Context: an optimization exercise on an open-source flow, tuned for small area, a short achievable clock period and few clock cycles per item. The choices shown serve that exercise and are no tape-out recipe. RTL that was checked went through simulation tests only; none was proved equivalent to the original.

==> flow/design.v <==
module div_step #(
    parameter R = 8,
    parameter L = 8,
    parameter M1 = 0
) (
    input  [R+L-1:0] rq,       
    input  [R-1:0]   dv,       
    input            qinv,
    output [R+L-1:0] rq_next
);
    wire [R:0]   t    = rq[R+L-1:L-1];        
    wire [R+1:0] diff = {1'b0, t} + {2'b11, ~dv} + (M1 ? 1'b0 : 1'b1);    
    wire         ge   = ~diff[R+1];
    wire [R-1:0] rem  = ge ? diff[R-1:0] : t[R-1:0];
    assign rq_next = {rem, rq[L-2:0], ge ^ qinv};
endmodule
module rgb2hsv_clk (
    input pclk,
    input rst,  
    input enable,  
    input[23:0] RGB24,
    output[24:0] HSV25,
    output reg hsv_done
);
localparam LAST = 4'd10;
reg [23:0] rgb_q;
reg [3:0]  cnt;
reg [7:0]  vmax;      
reg [7:0]  dm1;       
reg [15:0] srq;       
reg [13:0] hrq;       
reg [1:0]  sel;       
reg        neg;       
reg        nz;        
always @(posedge pclk) begin
    rgb_q <= RGB24;
    if (rst) begin
        cnt <= 4'd0;
        hsv_done <= 1'b0;
    end else begin
        if (enable)
            cnt <= 4'd1;
        else if (cnt == LAST)
            cnt <= 4'd0;
        else if (cnt != 4'd0)
            cnt <= cnt + 4'd1;
        hsv_done <= cnt == LAST;
    end
end
wire [7:0] r = rgb_q[23:16];
wire [7:0] g = rgb_q[15:8];
wire [7:0] b = rgb_q[7:0];
wire r_ge_g = r >= g;
wire r_ge_b = r >= b;
wire g_ge_b = g >= b;
wire rmax = r_ge_g & r_ge_b;
wire gmax = ~rmax & g_ge_b;
wire [7:0] mx  = rmax ? r : (gmax ? g : b);
wire [7:0] mid = rmax ? (g_ge_b ? g : b) : gmax ? (r_ge_b ? r : b) : (r_ge_g ? r : g);
wire [7:0] mn  = rmax ? (g_ge_b ? b : g) : gmax ? (r_ge_b ? b : r) : (r_ge_g ? g : r);
wire [1:0] f_sel = rmax ? 2'd0 : (gmax ? 2'd1 : 2'd2);
wire f_neg = rmax ? ~g_ge_b : gmax ? r_ge_b & (r != b) : ~r_ge_g;
wire [7:0] f_dm1 = vmax + ~srq[15:8];
wire [7:0] f_x   = srq[7:0] - srq[15:8];
wire [15:0] s_next;
div_step #(.R(8), .L(8)) u_s (.rq(srq), .dv(vmax), .qinv(1'b0), .rq_next(s_next));
wire [13:0] h_next;
div_step #(.R(8), .L(6), .M1(1)) u_h (.rq(hrq), .dv(dm1), .qinv(neg), .rq_next(h_next));
wire [13:0] h60 = {hrq[7:0], 6'd0} - {4'd0, hrq[7:0], 2'd0};
wire [5:0]  hq = hrq[5:0];
wire [8:0]  base = sel == 2'd0 ? (neg ? 9'd297 : 9'd0) :
                   sel == 2'd1 ? (neg ? 9'd57 : 9'd120) :
                                 (neg ? 9'd177 : 9'd240);
wire [8:0]  hue = base + {3'd0, hq};
always @(posedge pclk) begin
    if (cnt == 4'd1) begin
        vmax <= mx;
        sel  <= f_sel;
        neg  <= f_neg;
        srq  <= {mn, mid};
    end else if (cnt == 4'd2) begin
        dm1  <= f_dm1;
        nz   <= ~&f_dm1;
        srq  <= {f_dm1, ~f_dm1};
    end else begin
        srq <= s_next;
    end
    if (cnt == 4'd2)
        hrq <= {6'd0, f_x};
    else if (cnt == 4'd3)
        hrq <= h60;
    else if (cnt == LAST)
        hrq <= {5'd0, hue};
    else
        hrq <= h_next;
end
assign HSV25 = {hrq[8:0], srq[7:0] & {8{nz}}, vmax};
endmodule
clock: 8.0 ns
lec_check: 0
cap_margin: 20
core_margin: 2
core_utilization: 40
slew_margin: 20
standard.sh (not shown) runs the stock make flow with config.mk's settings and CLKGATE_MAP_FILE= SYNTH_SCRIPT=/design/flow/synth_recipe.tcl, a recipe that flattens the netlist after the stock synthesis.
==> flow/flow/run.sh <==
#!/bin/bash
# Layout flow: the standard ORFS flow, with the ORFS variables listed in
# flow/make_args.txt added to its make command line (e.g. a tighter
# SETUP_SLACK_MARGIN for the timing repair).  If flow/abc.script exists,
# synthesis uses it as ABC's mapping script; everything else, and every
# later step, is the standard flow.  Each step's full output goes to a log
# file in this folder; ORFS's own logs stay under orfs/logs.
set -euo pipefail
ARGS=$(grep -v '^#' flow/make_args.txt | tr '\n' ' ')
if [[ -f flow/abc.script ]]; then
  mkdir -p scripts_abc
  for f in "$FLOW_HOME"/scripts/*; do ln -sf "$f" scripts_abc/; done
  rm -f scripts_abc/abc_speed.script
  cp flow/abc.script scripts_abc/abc_speed.script
  bash standard.sh SCRIPTS_DIR="$PWD/scripts_abc" $ARGS synth > synth.log 2>&1
fi
bash standard.sh $ARGS finish > finish.log 2>&1
==> flow/flow/make_args.txt <==
SETUP_SLACK_MARGIN=5.5
The baseline completed without violations.
==> next run, changes <==
==> flow/flow/make_args.txt (replaced) <==
SETUP_SLACK_MARGIN=6.0
Global-route usage went up by 1.6 points.
Via count went up by 8.8%.
Non-clock buffer count went up by 70.
Design area went up by 20%.
Routed wire length went up by 15%.
Count of clock-buffer cells in the layout went up by 1.
Hold slack degrades by 12 ps.
Register-to-register slack degrades by 50 ps.
Setup slack improves by 23 ps.
Synthesized cell count does not change.
==> next run, changes <==
==> flow/run.sh (new file) <==
#!/bin/bash
# synth_recipe.tcl (not shown) runs the flow's synth.tcl, then flattens the netlist and writes it again
# the make line also repeats each setting of config.mk as NAME=value (left out here)
make -C /OpenROAD-flow-scripts/flow DESIGN_CONFIG=/design/flow/config.mk WORK_HOME=/design/flow/orfs CLKGATE_MAP_FILE= SYNTH_SCRIPT=/design/flow/synth_recipe.tcl finish
SETUP_SLACK_MARGIN = 5.0   (was not set)
removed: flow/flow/run.sh
removed: flow/flow/make_args.txt
removed: flow/standard.sh
What happened: The changed run finished with timing, DRC and antenna clean. Routed wire length decreases by about 18%. Non-clock buffer count decreases by 114. Global-route usage decreases by 2.4 points. Worst hold slack improves by 12 ps. Utilization decreases by 15 points.
==> next run, changes <==
==> flow/flow/run.sh (new file) <==
#!/bin/bash
# Layout flow: the standard ORFS flow, with the ORFS variables listed in
# flow/make_args.txt added to its make command line (e.g. a tighter
# SETUP_SLACK_MARGIN for the timing repair).  If flow/abc.script exists,
# synthesis uses it as ABC's mapping script; everything else, and every
# later step, is the standard flow.  Each step's full output goes to a log
# file in this folder; ORFS's own logs stay under orfs/logs.
set -euo pipefail
ARGS=$(grep -v '^#' flow/make_args.txt | tr '\n' ' ')
if [[ -f flow/abc.script ]]; then
  mkdir -p scripts_abc
  for f in "$FLOW_HOME"/scripts/*; do ln -sf "$f" scripts_abc/; done
  rm -f scripts_abc/abc_speed.script
  cp flow/abc.script scripts_abc/abc_speed.script
  bash standard.sh SCRIPTS_DIR="$PWD/scripts_abc" $ARGS synth > synth.log 2>&1
fi
bash standard.sh $ARGS finish > finish.log 2>&1
==> flow/flow/abc.script (new file) <==
&get -n
&st
&syn2
&dch -f
&nf -R 1000
&put
==> flow/flow/make_args.txt (new file) <==
SETUP_SLACK_MARGIN=5.0
==> flow/standard.sh (new file) <==
#!/bin/bash
# synth_recipe.tcl (not shown) runs the flow's synth.tcl, then flattens the netlist and writes it again
# the make line also repeats each setting of config.mk as NAME=value (left out here)
make -C /OpenROAD-flow-scripts/flow DESIGN_CONFIG=/design/flow/config.mk WORK_HOME=/design/flow/orfs CLKGATE_MAP_FILE= SYNTH_SCRIPT=/design/flow/synth_recipe.tcl "${@:-finish}"
SETUP_SLACK_MARGIN = not set   (was 5.0)
removed: flow/run.sh
Outcome:
- The changed run produced a clean layout
- cell count drops by about 4%
- register-to-register slack is about the same
- area after synthesis went down by 7.7%
- sequential cell count stays the same
- cell area decreases by 3.7%
- die area fell by about 7%
- non-clock buffer count rose by 11
==> next run, changes <==
==> flow/run.sh (new file) <==
#!/bin/bash
# synth_recipe.tcl (not shown) runs the flow's synth.tcl, then flattens the netlist and writes it again
# the make line also repeats each setting of config.mk as NAME=value (left out here)
make -C /OpenROAD-flow-scripts/flow DESIGN_CONFIG=/design/flow/config.mk WORK_HOME=/design/flow/orfs CLKGATE_MAP_FILE= SYNTH_SCRIPT=/design/flow/synth_recipe.tcl finish
SETUP_SLACK_MARGIN = 4.5   (was not set)
removed: flow/flow/run.sh
removed: flow/flow/abc.script
removed: flow/flow/make_args.txt
removed: flow/standard.sh
What happened: Via count came out higher by 4.2%. Setup slack loses 170 ps. Design area came out higher by 2.9%. Routed wire length came out higher by 4.7%. Global-route usage came out higher by 0.35 points. Area after synthesis came out higher by 8.3%. Synthesized cell count came out higher by 8.5%.
No run of this note included a check of the RTL's function; only the layout flow was run.

---

rgb2hsv_clk, a different RTL version from the one above (not shown whole).
Size: roughly 600 cells after synthesis, ~56 flip-flops, ~53 I/O pins.
Settings: LEC_CHECK=0, CAP_MARGIN=20, CORE_MARGIN=2, CORE_UTILIZATION=40, SLEW_MARGIN=20; clock period 8.0 ns.
==> flow/flow/run.sh <==
#!/bin/bash
# Layout flow: the standard ORFS flow, with the ORFS variables listed in
# flow/make_args.txt (one VAR=value per line) added to its make command line,
# e.g. a tighter SETUP_SLACK_MARGIN for the timing repair.  If flow/abc.script
# exists, synthesis uses it as ABC's mapping script; everything else, and
# every later step, is the standard flow.  Each step's full output goes to a
# log file in this folder; ORFS's own logs stay under orfs/logs.
set -euo pipefail
ARGS=()
while IFS= read -r line; do
  [[ -z "$line" || "$line" == \#* ]] && continue
  ARGS+=("$line")
done < flow/make_args.txt
if [[ -f flow/abc.script ]]; then
  mkdir -p scripts_abc
  for f in "$FLOW_HOME"/scripts/*; do ln -sf "$f" scripts_abc/; done
  rm -f scripts_abc/abc_speed.script
  cp flow/abc.script scripts_abc/abc_speed.script
  bash standard.sh SCRIPTS_DIR="$PWD/scripts_abc" "${ARGS[@]}" synth > synth.log 2>&1
fi
bash standard.sh "${ARGS[@]}" finish > finish.log 2>&1
==> flow/flow/abc.script <==
&get -n
&st
&syn2
&dch -f
&nf -R 1000
&st
&syn2
&dch -f
&nf -R 1000
&put
buffer -c
upsize -c
dnsize -c
==> flow/flow/make_args.txt <==
SETUP_SLACK_MARGIN=5.0
ADDER_MAP_FILE=
BUFFER_PORTS_ARGS=-buffer_cell sky130_fd_sc_hd__buf_1
CTS_BUF_LIST=sky130_fd_sc_hd__clkbuf_4 sky130_fd_sc_hd__clkbuf_8
The baseline completed without violations.
Testbench counts at the start, summed over its fixed seeds: cycles 28,792, items 2,400.
Edit:
==> flow/flow/abc.script (replaced) <==
&get -n
&st
&syn2
&dch -f
&nf -R 1000
&put
buffer -c
upsize -c
dnsize -c
==> flow/flow/make_args.txt (replaced) <==
SETUP_SLACK_MARGIN=4.8
ADDER_MAP_FILE=
BUFFER_PORTS_ARGS=-buffer_cell sky130_fd_sc_hd__buf_1
CTS_BUF_LIST=sky130_fd_sc_hd__clkbuf_4 sky130_fd_sc_hd__clkbuf_8
What happened: Worst hold slack gains 12 ps; synthesized area rises by 2.7%; cell area falls by 19%.
Edit:
==> flow/flow/make_args.txt (replaced) <==
SETUP_SLACK_MARGIN=4.8
ADDER_MAP_FILE=
CORE_UTILIZATION=60
BUFFER_PORTS_ARGS=-buffer_cell sky130_fd_sc_hd__buf_1
CTS_BUF_LIST=sky130_fd_sc_hd__clkbuf_4 sky130_fd_sc_hd__clkbuf_8
Worst setup slack degrades by 30 ps.
Utilization rose by 21 points.
Edit:
==> flow/flow/make_args.txt (replaced) <==
SETUP_SLACK_MARGIN=4.6
ADDER_MAP_FILE=
BUFFER_PORTS_ARGS=-buffer_cell sky130_fd_sc_hd__buf_1
CTS_BUF_LIST=sky130_fd_sc_hd__clkbuf_4 sky130_fd_sc_hd__clkbuf_8
Result: The new run finished clean. Clock skew shrinks by 3.7 ps. Setup slack gets worse by 180 ps. Worst hold slack barely changes. Cell count grows by 5.5%. Synthesized area does not change. Synthesized cell count is unchanged. Via count rises by 1.6%. First-iteration DRC count went up by 70%.

---

## JK
Another version of the RTL of rgb2hsv_clk (not shown whole).
For scale: about 670 cells after synthesis, roughly 80 flip-flops, about 53 I/O pins, about 5300 sq um of cells after synthesis.
clock: 8.0 ns
lec_check: 0
cap_margin: 20
core_margin: 2
core_utilization: 40
slew_margin: 20
==> flow/flow/abc.script <==
&get -n
&st
&syn2
&dch -f
&nf -R 1000
&put
buffer -c
upsize -c
dnsize -c
==> flow/flow/make_args.txt <==
SETUP_SLACK_MARGIN=5.5
ADDER_MAP_FILE=
BUFFER_PORTS_ARGS=-buffer_cell sky130_fd_sc_hd__buf_1
CTS_BUF_LIST=sky130_fd_sc_hd__clkbuf_4 sky130_fd_sc_hd__clkbuf_8
Scripts as last shown in full above: flow/flow/run.sh
Testbench counts of JK, summed over its fixed seeds: cycles 28,792, items 2,400.
### JK -> MS
--- a/flow/flow/make_args.txt
+++ b/flow/flow/make_args.txt
@@ -1,3 +1,4 @@
-SETUP_SLACK_MARGIN=5.5
+SETUP_SLACK_MARGIN=5.0
 ADDER_MAP_FILE=
+CORE_UTILIZATION=55
 BUFFER_PORTS_ARGS=-buffer_cell sky130_fd_sc_hd__buf_1
[summary]
- No run among JK and MS stopped early or left any final violation; all are clean.
- Of JK and MS, the higher final estimated routing congestion in global placement belongs to JK.
- Final area: MS < JK
- MS against JK: instance count on the critical path lost 1, final worst hold slack decreased by 0.036 ns relative to the old numbers.
- Looking at slack of the critical path, MS sits 0.16 ns below JK.
- Compared with JK, MS shows wire length of the first global-routing pass that has gone down by a few percent.

---

Setup of xenon:
rgb2hsv_clk again, from the RTL that the note above started with.
clock: 8.0 ns
lec_check: 0
cap_margin: 20
core_margin: 2
core_utilization: 40
slew_margin: 20
==> flow/flow/make_args.txt <==
SETUP_SLACK_MARGIN=5.25
ADDER_MAP_FILE=
BUFFER_PORTS_ARGS=-buffer_cell sky130_fd_sc_hd__buf_1
CTS_BUF_LIST=sky130_fd_sc_hd__clkbuf_4 sky130_fd_sc_hd__clkbuf_8
Scripts as last shown in full above: flow/flow/run.sh, flow/flow/abc.script
Testbench counts of xenon, summed over its fixed seeds: cycles 28,792, items 2,400.
### xenon -> zinc
==> flow/flow/make_args.txt <==
SETUP_SLACK_MARGIN=5.75
ADDER_MAP_FILE=
BUFFER_PORTS_ARGS=-buffer_cell sky130_fd_sc_hd__buf_1
CTS_BUF_LIST=sky130_fd_sc_hd__clkbuf_4 sky130_fd_sc_hd__clkbuf_8
### Flow results
- The run showing the smaller time the final worst path needs with I/O delays and setup is zinc.
- zinc: area growth from synthesis to layout higher than xenon
- xenon and zinc ended up with nearly the same worst hold slack.
- Compared with xenon, in zinc setup slack climbed 0.11 ns.
- Sort xenon and zinc by final period utilization desc -> top: xenon
- Number of global-route vias before repair (lower): xenon
- In the metrics for xenon and zinc, the one carrying the higher number of clock buffers in the layout is zinc.
- Compared with xenon, zinc shows worst slack at placement higher by 0.0073 ns.
Relative to zinc, the following input files were edited for willow:
==> flow/flow/make_args.txt <==
SETUP_SLACK_MARGIN=5.0
ADDER_MAP_FILE=
BUFFER_PORTS_ARGS=-buffer_cell sky130_fd_sc_hd__buf_1
CTS_BUF_LIST=sky130_fd_sc_hd__clkbuf_4 sky130_fd_sc_hd__clkbuf_8
==> comparison <==
Higher layout overhead on the synthesized area goes to zinc over willow.
Against zinc, willow comes in 5.5 points higher on sequential share of layout area.
zinc has lower fraction of the cycle the final worst path needs than willow.
Against zinc, willow reports a global routing usage on met3 that is higher.
The flow did not stop early for willow: all stages ran, and the layout cleared the timing, design-rule and antenna checks.

---

RTL: one of the versions met above, not the one the previous note started from.
For scale: roughly 640 cells after synthesis, ~56 flip-flops, ~4600 um2 of cells after synthesis.
==> flow/design.v (excerpt) <==
module rgb2hsv_clk (
    input pclk,
    input rst,  
    input enable,  
    input[23:0] RGB24,
    output[24:0] HSV25,
    output reg hsv_done
);
Settings: LEC_CHECK=0, CAP_MARGIN=20, CORE_MARGIN=2, CORE_UTILIZATION=40, SLEW_MARGIN=20; clock period 8.0 ns.
==> flow/flow/make_args.txt <==
SETUP_SLACK_MARGIN=4.8
ADDER_MAP_FILE=
GPL_TIMING_DRIVEN=0
BUFFER_PORTS_ARGS=-buffer_cell sky130_fd_sc_hd__buf_1
CTS_BUF_LIST=sky130_fd_sc_hd__clkbuf_4 sky130_fd_sc_hd__clkbuf_8
Scripts as last shown in full above: flow/flow/run.sh, flow/flow/abc.script
Testbench counts at the start, summed over its fixed seeds: cycles 28,792, items 2,400.
Next try:
==> flow/flow/abc.script (replaced) <==
&get -n
&st
&syn2
&dch -f
&nf -R 1000
&put
--- a/flow/flow/make_args.txt
+++ b/flow/flow/make_args.txt
@@ -3 +2,0 @@
-GPL_TIMING_DRIVEN=0
Utilization grows by 0.55 points.
Routed wire length shrinks by roughly a tenth.
Via count shrinks by a few percent.
Hold slack got worse by 0.070 ns.
Area after synthesis shrinks by a few percent.
Global-route usage shrinks by 0.86 points.
Die area shrinks by a few percent.
Next try:
==> flow/flow/abc.script (replaced) <==
&get -n
&st
&syn2
&dch -f
&nf -R 1000
&put
buffer -c
upsize -c
dnsize -c
--- a/flow/flow/make_args.txt
+++ b/flow/flow/make_args.txt
@@ -2,0 +3,2 @@
+SLEW_MARGIN=0
+CAP_MARGIN=0
- The changed run completed without violations
- worst setup slack improves by 0.052 ns
- fmax increases by 1.7%
- final cell count decreases by 0.88%
- utilization decreases by 3.1 points
- global-route usage decreases by 0.64 points
- worst hold slack improves by 0.080 ns
- via count is about the same
- count of clock-buffer cells in the layout decreases by 1
- first-iteration DRC count increases by 55%
Next try:
==> flow/flow/make_args.txt (replaced) <==
SETUP_SLACK_MARGIN=5.0
ADDER_MAP_FILE=
BUFFER_PORTS_ARGS=-buffer_cell sky130_fd_sc_hd__buf_1
CTS_BUF_LIST=sky130_fd_sc_hd__clkbuf_4 sky130_fd_sc_hd__clkbuf_8
Non-clock buffer count goes up by 14.
Cell count increases by 1.9%.
Fmax increases by 2.3%.
Clock-buffer cell count does not change.
Via count went up by 2.7%.
Next try:
--- a/flow/flow/make_args.txt
+++ b/flow/flow/make_args.txt
@@ -1 +1 @@
-SETUP_SLACK_MARGIN=5.0
+SETUP_SLACK_MARGIN=5.25
The changed run went through all stages and came out clean.
Worst setup slack gets better by 0.040 ns.
Via count came out higher by about 3%.
Die area is unchanged.
Synthesized cell count does not change.
Wire length goes up by about 5.6%.
Clock-buffer cell count came out lower by 2.
Area after synthesis stays the same.
Next try:
--- a/flow/flow/make_args.txt
+++ b/flow/flow/make_args.txt
@@ -1 +1 @@
-SETUP_SLACK_MARGIN=5.25
+SETUP_SLACK_MARGIN=4.8
@@ -2,0 +3 @@
+SKIP_GATE_CLONING=1
What happened:
- The new run finished clean
- die area is unchanged
- worst hold slack gains 0.21 ns
- non-clock buffer count went down by 36

-- re-timing with driven ports --
How much do the figures lean on ideal ports? The routed layouts below were timed once more, with nothing changed but the port constraints.
Step 1: set_driving_cell puts a clkbuf_16 on pclk and a buf_2 on each other input, an assumption about the parent block.
Step 2, shift: input delay + t, output delay - t, t = (earliest + latest rising clock arrival at the registers) / 2. This alone moves slack from input paths to output paths.
Three values: no drivers, after step 1, after step 2; two values: the first two.
run	shift t [ns]	slack for setup (ns)	hold WS [ns]	pins driven straight from the clock port
the first run of note 1	0.385	5.174 / 5.135 / 5.516	0.531 / 0.531 / 0.531	1
the second run of note 1	0.384	5.197 / 5.157 / 5.471	0.519 / 0.519 / 0.519	1
the third run of note 1	0.387	5.033 / 4.994 / 5.206	0.531 / 0.531 / 0.531	1
the fourth run of note 1	0.381	4.954 / 4.915 / 5.204	0.539 / 0.539 / 0.539	1
the fifth run of note 1	0.391	4.786 / 4.746 / 5.083	0.533 / 0.533 / 0.533	1
the first run of note 2	0.360	4.697 / 4.697 / 4.697	0.550 / 0.550 / 0.550	1
the second run of note 2	0.353	5.008 / 5.008 / 5.008	0.561 / 0.561 / 0.561	1
the third run of note 2	0.341	4.978 / 4.978 / 4.978	0.568 / 0.568 / 0.568	1
the fourth run of note 2	0.354	4.797 / 4.797 / 4.797	0.567 / 0.567 / 0.567	1
JK	0.415	5.350 / 5.313 / 5.392	0.586 / 0.586 / 0.586	1
MS	0.377	5.190 / 5.159 / 5.256	0.550 / 0.550 / 0.550	1
xenon	0.417	5.305 / 5.270 / 5.374	0.534 / 0.534 / 0.534	1
zinc	0.415	5.417 / 5.376 / 5.517	0.532 / 0.532 / 0.532	1
willow	0.418	5.153 / 5.117 / 5.253	0.533 / 0.533 / 0.533	1
the first run of note 5	0.356	4.993 / 4.993 / 4.993	0.551 / 0.551 / 0.551	1
the second run of note 5	0.351	4.955 / 4.955 / 4.955	0.481 / 0.481 / 0.481	1
the third run of note 5	0.353	5.008 / 5.008 / 5.008	0.561 / 0.561 / 0.561	1
the fourth run of note 5	0.356	5.075 / 5.075 / 5.075	0.568 / 0.568 / 0.568	1
the fifth run of note 5	0.368	5.116 / 5.116 / 5.116	0.352 / 0.352 / 0.352	1
the sixth run of note 5	0.353	5.008 / 5.008 / 5.008	0.561 / 0.561 / 0.561	1
After both steps every run listed still meets setup and hold.
